What follows belongs to an exercise in optimizing a design on an open flow for small area; a production flow would make more cautious choices.
Function was checked by simulation only, so behaviour that the tests miss may differ from the original.

==> inputs of 09-01 <==
## snake_vga
module snake_vga(
	input clk,
	input rst_n,
	input [4:0] BOTTOM,
	input [1:0] SW,
	output [3:0] vga_red,
	output [3:0] vga_green,
	output [3:0] vga_blue,
	output vga_hsync,
	output vga_vsync,
	output [5:0] head_x,
	output [5:0] head_y,
	output [5:0] egg_x,
	output [5:0] egg_y,
	output [6:0] score,
	output [1:0] game_state
);
clock: 40.0 ns
lec_check: 0
abc_area: 1
cap_margin: 0
core_margin: 2
core_utilization: 55
cts_buf_list: sky130_fd_sc_hd__clkbuf_4
gpl_timing_driven: 0
slew_margin: 0
run.sh (not shown) runs the stock make flow with config.mk's settings and CLKGATE_MAP_FILE= SYNTH_SCRIPT=/design/flow/synth_recipe.tcl, a recipe that flattens the netlist after the stock synthesis.
==> 03-16 (differences from 09-01) <==
--- a/flow/design.v
+++ b/flow/design.v
@@ -84,21 +84,21 @@
 reg [4:0] bottom;
 always @(posedge clk or negedge rst_n) begin
 	if (~rst_n) begin
 		b_cnt <= 3'd0;
 		bottom_scan <= 5'b0;
-		bottom_scan_d0 <= 5'b0;
-		bottom <= 5'b0;
 	end
 	else begin
 		b_cnt <= b_cnt + 3'd1;
 		if (b_cnt == 3'd7)
 			bottom_scan <= BOTTOM;
-		bottom_scan_d0 <= bottom_scan;
-		bottom <= (~bottom_scan_d0) & bottom_scan;
 	end
 end
+always @(posedge clk) begin
+	bottom_scan_d0 <= bottom_scan;
+	bottom <= (~bottom_scan_d0) & bottom_scan;
+end
 assign keys = bottom;
 endmodule
 module game_control(
 	input clk,
 	input rst_n,
@@ -247,15 +247,16 @@
 			cnt <= due ? 8'd0 : cnt + 8'd1;
 			if (step & (wall_ahead | found))
 				hit <= 1'b1;
 		end
 	end
-	reg [6:0] N;         
+	reg sat;             
+	wire [6:0] N = sat ? 7'd100 : score + 7'd3;    
 	reg [6:0] hist;      
 	reg addstate;
 	wire add_rise = ~rs & ~addstate & add;
-	wire gr = add_rise & (N != 7'd100);
+	wire gr = add_rise & ~sat;
 	always @(posedge clk) begin
 		if (rs) begin
 			score <= 7'd0;
 			tens <= 4'd0;
 			ones <= 4'd0;
@@ -280,16 +281,16 @@
 		else if (~add)
 			addstate <= 1'b0;
 	end
 	always @(posedge clk) begin
 		if (rs) begin
-			N <= 7'd3;
+			sat <= 1'b0;
 			hist <= 7'd3;
 		end
 		else begin
-			if (gr)
-				N <= N + 7'd1;
+			if (gr && score == 7'd96)
+				sat <= 1'b1;
 			if (mv && hist != 7'd100)
 				hist <= hist + 7'd1;
 		end
 	end
 	reg [197:0] D;
@@ -319,11 +320,11 @@
 		else if (mv & ~gr)
 			TP <= le ? fwd(TP, dt) : {6'd8, 6'd5};
 		else if (gr & ~mv)
 			TP <= Tn;
 	end
-	reg        busy, doM, hs, u;
+	reg        busy, doM, u;
 	reg [4:0]  g;
 	reg [11:0] P;
 	reg [5:0]  r;
 	reg [35:1] M;
 	wire [5:0] target = vc[9:4] + {5'd0, (vc[3:0] == 4'hf) && (hc >= 10'd640)};
@@ -371,19 +372,17 @@
 	wire gfound = gr && lt && (Tn == H);
 	always @(posedge clk) begin
 		if (rs) begin
 			busy <= 1'b0;
 			doM <= 1'b0;
-			hs <= 1'b0;
 			found <= 1'b0;
 			u <= 1'b1;
 			r <= target;
 			M <= (target == 6'd5) ? (35'd1 << 8) | (35'd1 << 7) : 35'd0;
 		end
 		else if (mv) begin
 			busy <= 1'b1;
-			hs <= 1'b1;
 			g <= 5'd0;
 			P <= new_head;
 			found <= 1'b0;
 			u <= 1'b1;
 			if (need_rb | (busy & doM)) begin
@@ -396,11 +395,10 @@
 				M <= (M | hbit) & ~((~gr & le & u) ? tbit : 35'd0);
 			end
 		end
 		else if (need_rb & ~busy) begin
 			busy <= 1'b1;
-			hs <= 1'b0;
 			doM <= 1'b1;
 			g <= 5'd0;
 			P <= H;
 			r <= target;
 			M <= 35'd0;
@@ -413,11 +411,11 @@
 				P <= back(Q[4], win[9:8]);
 				if (done)
 					busy <= 1'b0;
 			end
 			M <= Mw | (gr ? nbit : 35'd0);
-			found <= found | gfound | (busy & hs & wfound);
+			found <= found | gfound | (busy & wfound);
 			if (gr)
 				u <= ~Tn_in_body;
 			else if (busy & wtail)
 				u <= 1'b0;
 		end
==> flow/flow/run.sh (new file) <==
#!/bin/bash
# Layout flow: the standard layout (standard.sh) with three changes.
#  - Synthesis runs flow/area_synth.tcl, the standard flow's synthesis script with ABC's
#    technology mapping done by the area-oriented script flow/area.abc.
#  - ADDER_MAP_FILE is empty, so adders are left to ABC as plain logic
#    rather than mapped to half/full-adder cells.
#  - Port buffers use the smallest buffer, sky130_fd_sc_hd__buf_1.
# The registers, their names and cells are those of the standard synthesis;
# floorplan, power grid, placement, clock tree and routing are standard.sh's.
# Each tool's log is under orfs/logs; make's own output is area_standard.log.
set -euo pipefail
W=$(pwd)
export AREA_ABC_SCRIPT="$W/flow/area.abc"
export ADDER_MAP_FILE=
export BUFFER_PORTS_ARGS="-buffer_cell sky130_fd_sc_hd__buf_1"
grep -q "SYNTH_SCRIPT=" standard.sh
sed -E "s#SYNTH_SCRIPT=[^ ]+#SYNTH_SCRIPT=$W/flow/area_synth.tcl#" standard.sh > area_standard.sh
grep -q "SYNTH_SCRIPT=$W/flow/area_synth.tcl" area_standard.sh
bash area_standard.sh > area_standard.log 2>&1
test -s out/final.def
==> flow/flow/area.abc (new file) <==
strash
balance -l
resub -K 6 -l
rewrite -l
resub -K 6 -N 2 -l
refactor -l
resub -K 8 -l
balance -l
resub -K 8 -N 2 -l
rewrite -l
resub -K 10 -l
rewrite -z -l
resub -K 10 -N 2 -l
balance -l
resub -K 12 -l
refactor -z -l
resub -K 12 -N 2 -l
rewrite -z -l
balance -l
dch
amap
mfs2
strash
dch
amap
mfs2
strash
dch
amap
topo
dnsize -c
==> flow/flow/area_synth.tcl (new file) <==
# The standard flow's synthesis script (synth_recipe.tcl), with ABC's technology mapping
# run with an area-oriented script (flow/area.abc) in place of ORFS's own.
# Only ABC's mapping of the logic between registers changes: the registers,
# their names and their cells are those of the standard synthesis.
proc synth {args} { yosys synth -nofsm -noshare {*}$args }
proc abc {args} {
  set i [lsearch -exact $args -script]
  if { $i >= 0 } { lset args [expr {$i + 1}] $::env(AREA_ABC_SCRIPT) }
  yosys abc {*}$args
}
source $::env(SCRIPTS_DIR)/synth.tcl
# left out here: clear keep_hierarchy, flatten, clean up, hide names made inside functions, write 1_2_yosys.v
==> flow/standard.sh (new file) <==
#!/bin/bash
# synth_recipe.tcl (not shown) runs the flow's synth.tcl, then flattens the netlist and writes it again
# the make line also repeats each setting of config.mk as NAME=value (left out here)
make -C /OpenROAD-flow-scripts/flow DESIGN_CONFIG=/design/flow/config.mk WORK_HOME=/design/flow/orfs CLKGATE_MAP_FILE= SYNTH_SCRIPT=/design/flow/synth_recipe.tcl "${@:-finish}"
removed: flow/run.sh
==> 07-11 (differences from 09-01) <==
--- a/flow/design.v
+++ b/flow/design.v
@@ -73,31 +73,26 @@
 assign vga_blue = colour[3:0];
 endmodule
 module key_filter(
 	input  clk,
 	input  rst_n,
+	input  [2:0] phase,      
 	input  [4:0] BOTTOM,
 	output [4:0] keys
 );
-reg [2:0] b_cnt;
 reg [4:0] bottom_scan;
 reg [4:0] bottom_scan_d0;
 reg [4:0] bottom;
 always @(posedge clk or negedge rst_n) begin
-	if (~rst_n) begin
-		b_cnt <= 3'd0;
+	if (~rst_n)
 		bottom_scan <= 5'b0;
-		bottom_scan_d0 <= 5'b0;
-		bottom <= 5'b0;
-	end
-	else begin
-		b_cnt <= b_cnt + 3'd1;
-		if (b_cnt == 3'd7)
-			bottom_scan <= BOTTOM;
-		bottom_scan_d0 <= bottom_scan;
-		bottom <= (~bottom_scan_d0) & bottom_scan;
-	end
+	else if (phase == 3'd7)
+		bottom_scan <= BOTTOM;
+end
+always @(posedge clk) begin
+	bottom_scan_d0 <= bottom_scan;
+	bottom <= (~bottom_scan_d0) & bottom_scan;
 end
 assign keys = bottom;
 endmodule
 module game_control(
 	input clk,
@@ -247,15 +242,16 @@
 			cnt <= due ? 8'd0 : cnt + 8'd1;
 			if (step & (wall_ahead | found))
 				hit <= 1'b1;
 		end
 	end
-	reg [6:0] N;         
+	reg sat;             
+	wire [6:0] N = sat ? 7'd100 : score + 7'd3;    
 	reg [6:0] hist;      
 	reg addstate;
 	wire add_rise = ~rs & ~addstate & add;
-	wire gr = add_rise & (N != 7'd100);
+	wire gr = add_rise & ~sat;
 	always @(posedge clk) begin
 		if (rs) begin
 			score <= 7'd0;
 			tens <= 4'd0;
 			ones <= 4'd0;
@@ -280,16 +276,16 @@
 		else if (~add)
 			addstate <= 1'b0;
 	end
 	always @(posedge clk) begin
 		if (rs) begin
-			N <= 7'd3;
+			sat <= 1'b0;
 			hist <= 7'd3;
 		end
 		else begin
-			if (gr)
-				N <= N + 7'd1;
+			if (gr && score == 7'd96)
+				sat <= 1'b1;
 			if (mv && hist != 7'd100)
 				hist <= hist + 7'd1;
 		end
 	end
 	reg [197:0] D;
@@ -319,11 +315,11 @@
 		else if (mv & ~gr)
 			TP <= le ? fwd(TP, dt) : {6'd8, 6'd5};
 		else if (gr & ~mv)
 			TP <= Tn;
 	end
-	reg        busy, doM, hs, u;
+	reg        busy, doM, u;
 	reg [4:0]  g;
 	reg [11:0] P;
 	reg [5:0]  r;
 	reg [35:1] M;
 	wire [5:0] target = vc[9:4] + {5'd0, (vc[3:0] == 4'hf) && (hc >= 10'd640)};
@@ -371,19 +367,17 @@
 	wire gfound = gr && lt && (Tn == H);
 	always @(posedge clk) begin
 		if (rs) begin
 			busy <= 1'b0;
 			doM <= 1'b0;
-			hs <= 1'b0;
 			found <= 1'b0;
 			u <= 1'b1;
 			r <= target;
 			M <= (target == 6'd5) ? (35'd1 << 8) | (35'd1 << 7) : 35'd0;
 		end
 		else if (mv) begin
 			busy <= 1'b1;
-			hs <= 1'b1;
 			g <= 5'd0;
 			P <= new_head;
 			found <= 1'b0;
 			u <= 1'b1;
 			if (need_rb | (busy & doM)) begin
@@ -396,11 +390,10 @@
 				M <= (M | hbit) & ~((~gr & le & u) ? tbit : 35'd0);
 			end
 		end
 		else if (need_rb & ~busy) begin
 			busy <= 1'b1;
-			hs <= 1'b0;
 			doM <= 1'b1;
 			g <= 5'd0;
 			P <= H;
 			r <= target;
 			M <= 35'd0;
@@ -413,11 +406,11 @@
 				P <= back(Q[4], win[9:8]);
 				if (done)
 					busy <= 1'b0;
 			end
 			M <= Mw | (gr ? nbit : 35'd0);
-			found <= found | gfound | (busy & hs & wfound);
+			found <= found | gfound | (busy & wfound);
 			if (gr)
 				u <= ~Tn_in_body;
 			else if (busy & wtail)
 				u <= 1'b0;
 		end
@@ -644,10 +637,11 @@
 	.vga_vsync	(vga_vsync)
 );
 key_filter u_key_filter(
 	.clk		(clk),
 	.rst_n		(rst_n),
+	.phase		(hc[2:0]),
 	.BOTTOM		(BOTTOM),
 	.keys		(keys)
 );
 game_control u_game_control(
 	.clk		(clk),
==> flow/flow/run.sh (new file) <==
#!/bin/bash
# Layout flow: the standard layout (standard.sh) with these changes.
#  - Synthesis runs flow/area_synth.tcl, the standard flow's synthesis script with ABC's
#    technology mapping done by the area-oriented script flow/area.abc
#    (logic restructuring, a 90-second &deepsyn search, then area mapping).
#  - ADDER_MAP_FILE is empty, so adders are left to ABC as plain logic
#    rather than mapped to half/full-adder cells.
#  - Port buffers use the smallest buffer, sky130_fd_sc_hd__buf_1.
#  - Clock tree synthesis builds the tree from sky130_fd_sc_hd__clkbuf_4,
#    clusters up to 6 sinks (within 50 um) under each leaf buffer and
#    inserts no dummy loads.
# The registers, their names and cells are those of the standard synthesis;
# floorplan, power grid, placement, clock tree and routing are standard.sh's.
# Each tool's log is under orfs/logs; make's own output is area_standard.log.
set -euo pipefail
W=$(pwd)
export AREA_ABC_SCRIPT="$W/flow/area.abc"
export ADDER_MAP_FILE=
export BUFFER_PORTS_ARGS="-buffer_cell sky130_fd_sc_hd__buf_1"
export CTS_ARGS="-sink_clustering_enable -repair_clock_nets -dont_use_dummy_load -buf_list sky130_fd_sc_hd__clkbuf_4 -sink_clustering_size 6 -sink_clustering_max_diameter 50"
grep -q "SYNTH_SCRIPT=" standard.sh
sed -E "s#SYNTH_SCRIPT=[^ ]+#SYNTH_SCRIPT=$W/flow/area_synth.tcl#" standard.sh > area_standard.sh
grep -q "SYNTH_SCRIPT=$W/flow/area_synth.tcl" area_standard.sh
bash area_standard.sh > area_standard.log 2>&1
test -s out/final.def
==> flow/flow/area.abc (new file) <==
strash
balance -l
resub -K 6 -l
rewrite -l
resub -K 6 -N 2 -l
refactor -l
resub -K 8 -l
balance -l
resub -K 8 -N 2 -l
rewrite -l
resub -K 10 -l
rewrite -z -l
resub -K 10 -N 2 -l
balance -l
resub -K 12 -l
refactor -z -l
resub -K 12 -N 2 -l
rewrite -z -l
balance -l
&get -n
&deepsyn -T 90
&put
dch
amap
mfs2
strash
dch
amap
mfs2
strash
dch
amap
topo
dnsize -c
==> flow/flow/area_synth.tcl (new file) <==
# The standard flow's synthesis script (synth_recipe.tcl), with ABC's technology mapping
# run with an area-oriented script (flow/area.abc) in place of ORFS's own.
# Only ABC's mapping of the logic between registers changes: the registers,
# their names and their cells are those of the standard synthesis.
proc synth {args} { yosys synth -nofsm -noshare {*}$args }
proc abc {args} {
  set i [lsearch -exact $args -script]
  if { $i >= 0 } { lset args [expr {$i + 1}] $::env(AREA_ABC_SCRIPT) }
  yosys abc {*}$args
}
source $::env(SCRIPTS_DIR)/synth.tcl
# left out here: clear keep_hierarchy, flatten, clean up, hide names made inside functions, write 1_2_yosys.v
==> flow/standard.sh (new file) <==
#!/bin/bash
# synth_recipe.tcl (not shown) runs the flow's synth.tcl, then flattens the netlist and writes it again
# the make line also repeats each setting of config.mk as NAME=value (left out here)
make -C /OpenROAD-flow-scripts/flow DESIGN_CONFIG=/design/flow/config.mk WORK_HOME=/design/flow/orfs CLKGATE_MAP_FILE= SYNTH_SCRIPT=/design/flow/synth_recipe.tcl "${@:-finish}"
- CAP_MARGIN: 0 -> 15
- CORE_UTILIZATION: 55 -> 65
- CTS_CLUSTER_DIAMETER: not set -> 50
- CTS_CLUSTER_SIZE: not set -> 6
- SLEW_MARGIN: 0 -> 15
removed: flow/run.sh
==> 10-13 (differences from 09-01) <==
==> flow/flow/run.sh (new file) <==
#!/bin/bash
# Layout flow: the standard layout (standard.sh), with the synthesis
# script swapped for flow/area_synth.tcl, which maps the logic with ABC's
# area-oriented script flow/area.abc. Everything else is standard.sh's.
set -euo pipefail
W=$(pwd)
export AREA_ABC_SCRIPT="$W/flow/area.abc"
grep -q "SYNTH_SCRIPT=" standard.sh
sed -E "s#SYNTH_SCRIPT=[^ ]+#SYNTH_SCRIPT=$W/flow/area_synth.tcl#" standard.sh > area_standard.sh
grep -q "SYNTH_SCRIPT=$W/flow/area_synth.tcl" area_standard.sh
bash area_standard.sh > area_standard.log 2>&1
test -s out/final.def
==> flow/flow/area.abc (new file) <==
strash
balance -l
resub -K 6 -l
rewrite -l
resub -K 6 -N 2 -l
refactor -l
resub -K 8 -l
balance -l
resub -K 8 -N 2 -l
rewrite -l
resub -K 10 -l
rewrite -z -l
resub -K 10 -N 2 -l
balance -l
resub -K 12 -l
refactor -z -l
resub -K 12 -N 2 -l
rewrite -z -l
balance -l
dch
map -a
mfs2
strash
dch
map -a
mfs2
strash
dch
map -a
topo
dnsize -c
==> flow/flow/area_synth.tcl (new file) <==
# The standard flow's synthesis script (synth_recipe.tcl), with ABC's technology mapping
# run with an area-oriented script (flow/area.abc) in place of ORFS's own.
# Only ABC's mapping of the logic between registers changes: the registers,
# their names and their cells are those of the standard synthesis.
proc synth {args} { yosys synth -nofsm -noshare {*}$args }
proc abc {args} {
  set i [lsearch -exact $args -script]
  if { $i >= 0 } { lset args [expr {$i + 1}] $::env(AREA_ABC_SCRIPT) }
  yosys abc {*}$args
}
source $::env(SCRIPTS_DIR)/synth.tcl
# left out here: clear keep_hierarchy, flatten, clean up, hide names made inside functions, write 1_2_yosys.v
==> flow/standard.sh (new file) <==
#!/bin/bash
# synth_recipe.tcl (not shown) runs the flow's synth.tcl, then flattens the netlist and writes it again
# the make line also repeats each setting of config.mk as NAME=value (left out here)
make -C /OpenROAD-flow-scripts/flow DESIGN_CONFIG=/design/flow/config.mk WORK_HOME=/design/flow/orfs CLKGATE_MAP_FILE= SYNTH_SCRIPT=/design/flow/synth_recipe.tcl "${@:-finish}"
removed: flow/run.sh
==> results.json <==
{
  "status": "timing/DRC/antenna clean",
  "grt_usage_pct": 39.6,
  "clk-power_w": 0.000399,
  "top_layer": "met5",
  "fp.dieH_microns": 235,
  "ys_ff_latch": 418,
  "p_clk_share_pct": 13.0,
  "syn_area_per_cell_sq_um": 7.68,
  "vias": 31700,
  "area_growth_syn_to_layout_pct": 11.6,
  "multiInputGateArea_sq_mm": 0.0163,
  "fillerInstances": 4727,
  "n_clock_buffer": 172
}
the above is filed under 10-13

==> results.json <==
{
  "status": "timing/DRC/antenna clean",
  "comb-power_w": 0.00124,
  "clk-power_w": 0.000244,
  "fillerInstances": 3049,
  "n_clock_buffer": 80,
  "area_growth_syn_to_layout_pct": 7.36,
  "p_clk_share_pct": 12.3,
  "top_layer": "met5",
  "final_cells": 3888,
  "met3_length_mm": 19.9,
  "dieWidth_microns": 201,
  "ys_ff_latch": 408,
  "grt_usage_pct": 50.5,
  "vias": 30000,
  "multiInputGateArea_sq_mm": 0.0133,
  "n_all_inverters": 381,
  "syn_area_per_cell_sq_um": 7.92
}
the above is filed under 07-11

==> results.json <==
{
  "area_growth_syn_to_layout_pct": 9.87,
  "fp.dieH_microns": 248,
  "n_clock_buffer": 166,
  "p_clk_share_pct": 11.9,
  "syn_area_per_cell_sq_um": 6.97,
  "fillerInstances": 5763,
  "grt_usage_pct": 40.7,
  "top_layer": "met4",
  "vias": 35400,
  "clk-power_w": 0.000417,
  "status": "timing/DRC/antenna clean"
}
the above is filed under 09-01

==> results.json <==
{
  "status": "finished with violations",
  "check-failures": "max-capacitance violations, max-slew violations",
  "peakVddDrop_mv": 0.0891,
  "p_leak_nw": 8.52,
  "vias": 30600,
  "buffers": 79,
  "drv_cap": 1,
  "area_growth_syn_to_layout_pct": 10.8,
  "p_clk_share_pct": 14.7,
  "cp.arrival_ps": 15440,
  "top_layer": "met4",
  "yosysWarnings": 8,
  "ys_ff_latch": 411,
  "grt_usage_pct": 40.7,
  "n_clock_buffer": 160,
  "fillerInstances": 4264,
  "syn_area_per_cell_sq_um": 7.92,
  "multiInputGateArea_sq_mm": 0.0144,
  "slew_violations": 13
}
the above is filed under 03-16

## what the ideal ports hide
How much do the figures lean on ideal ports? The routed layouts below were timed once more, with nothing changed but the port constraints.
Step 1 sets driving cells, clkbuf_16 on the clock port and buf_2 on the other inputs (assumed; they add their load-dependent delay and slew).
Step 2, shift: input delay + t, output delay - t, t = (earliest + latest rising clock arrival at the registers) / 2. This alone moves slack from input paths to output paths.
a / b / c = ideal ports / drivers / drivers and shift; a / b = the first two.
run	t (ns)	setup WS [ns]	latest minus earliest clock arrival (ns)	cell pins on the clock port's net
09-01	1.000	26.581 / 26.524 / 26.030	0.085 / 0.085	1
03-16	0.965	25.428 / 25.428 / 25.428	0.101 / 0.100	1
07-11	0.834	26.050 / 26.050 / 26.050	0.137 / 0.137	1
10-13	0.948	23.740 / 23.740 / 23.740	0.061 / 0.061	1
For 09-01, which loses most, drivers alone change the setup slack by -0.057 ns; drivers and shift together by -0.551 ns.
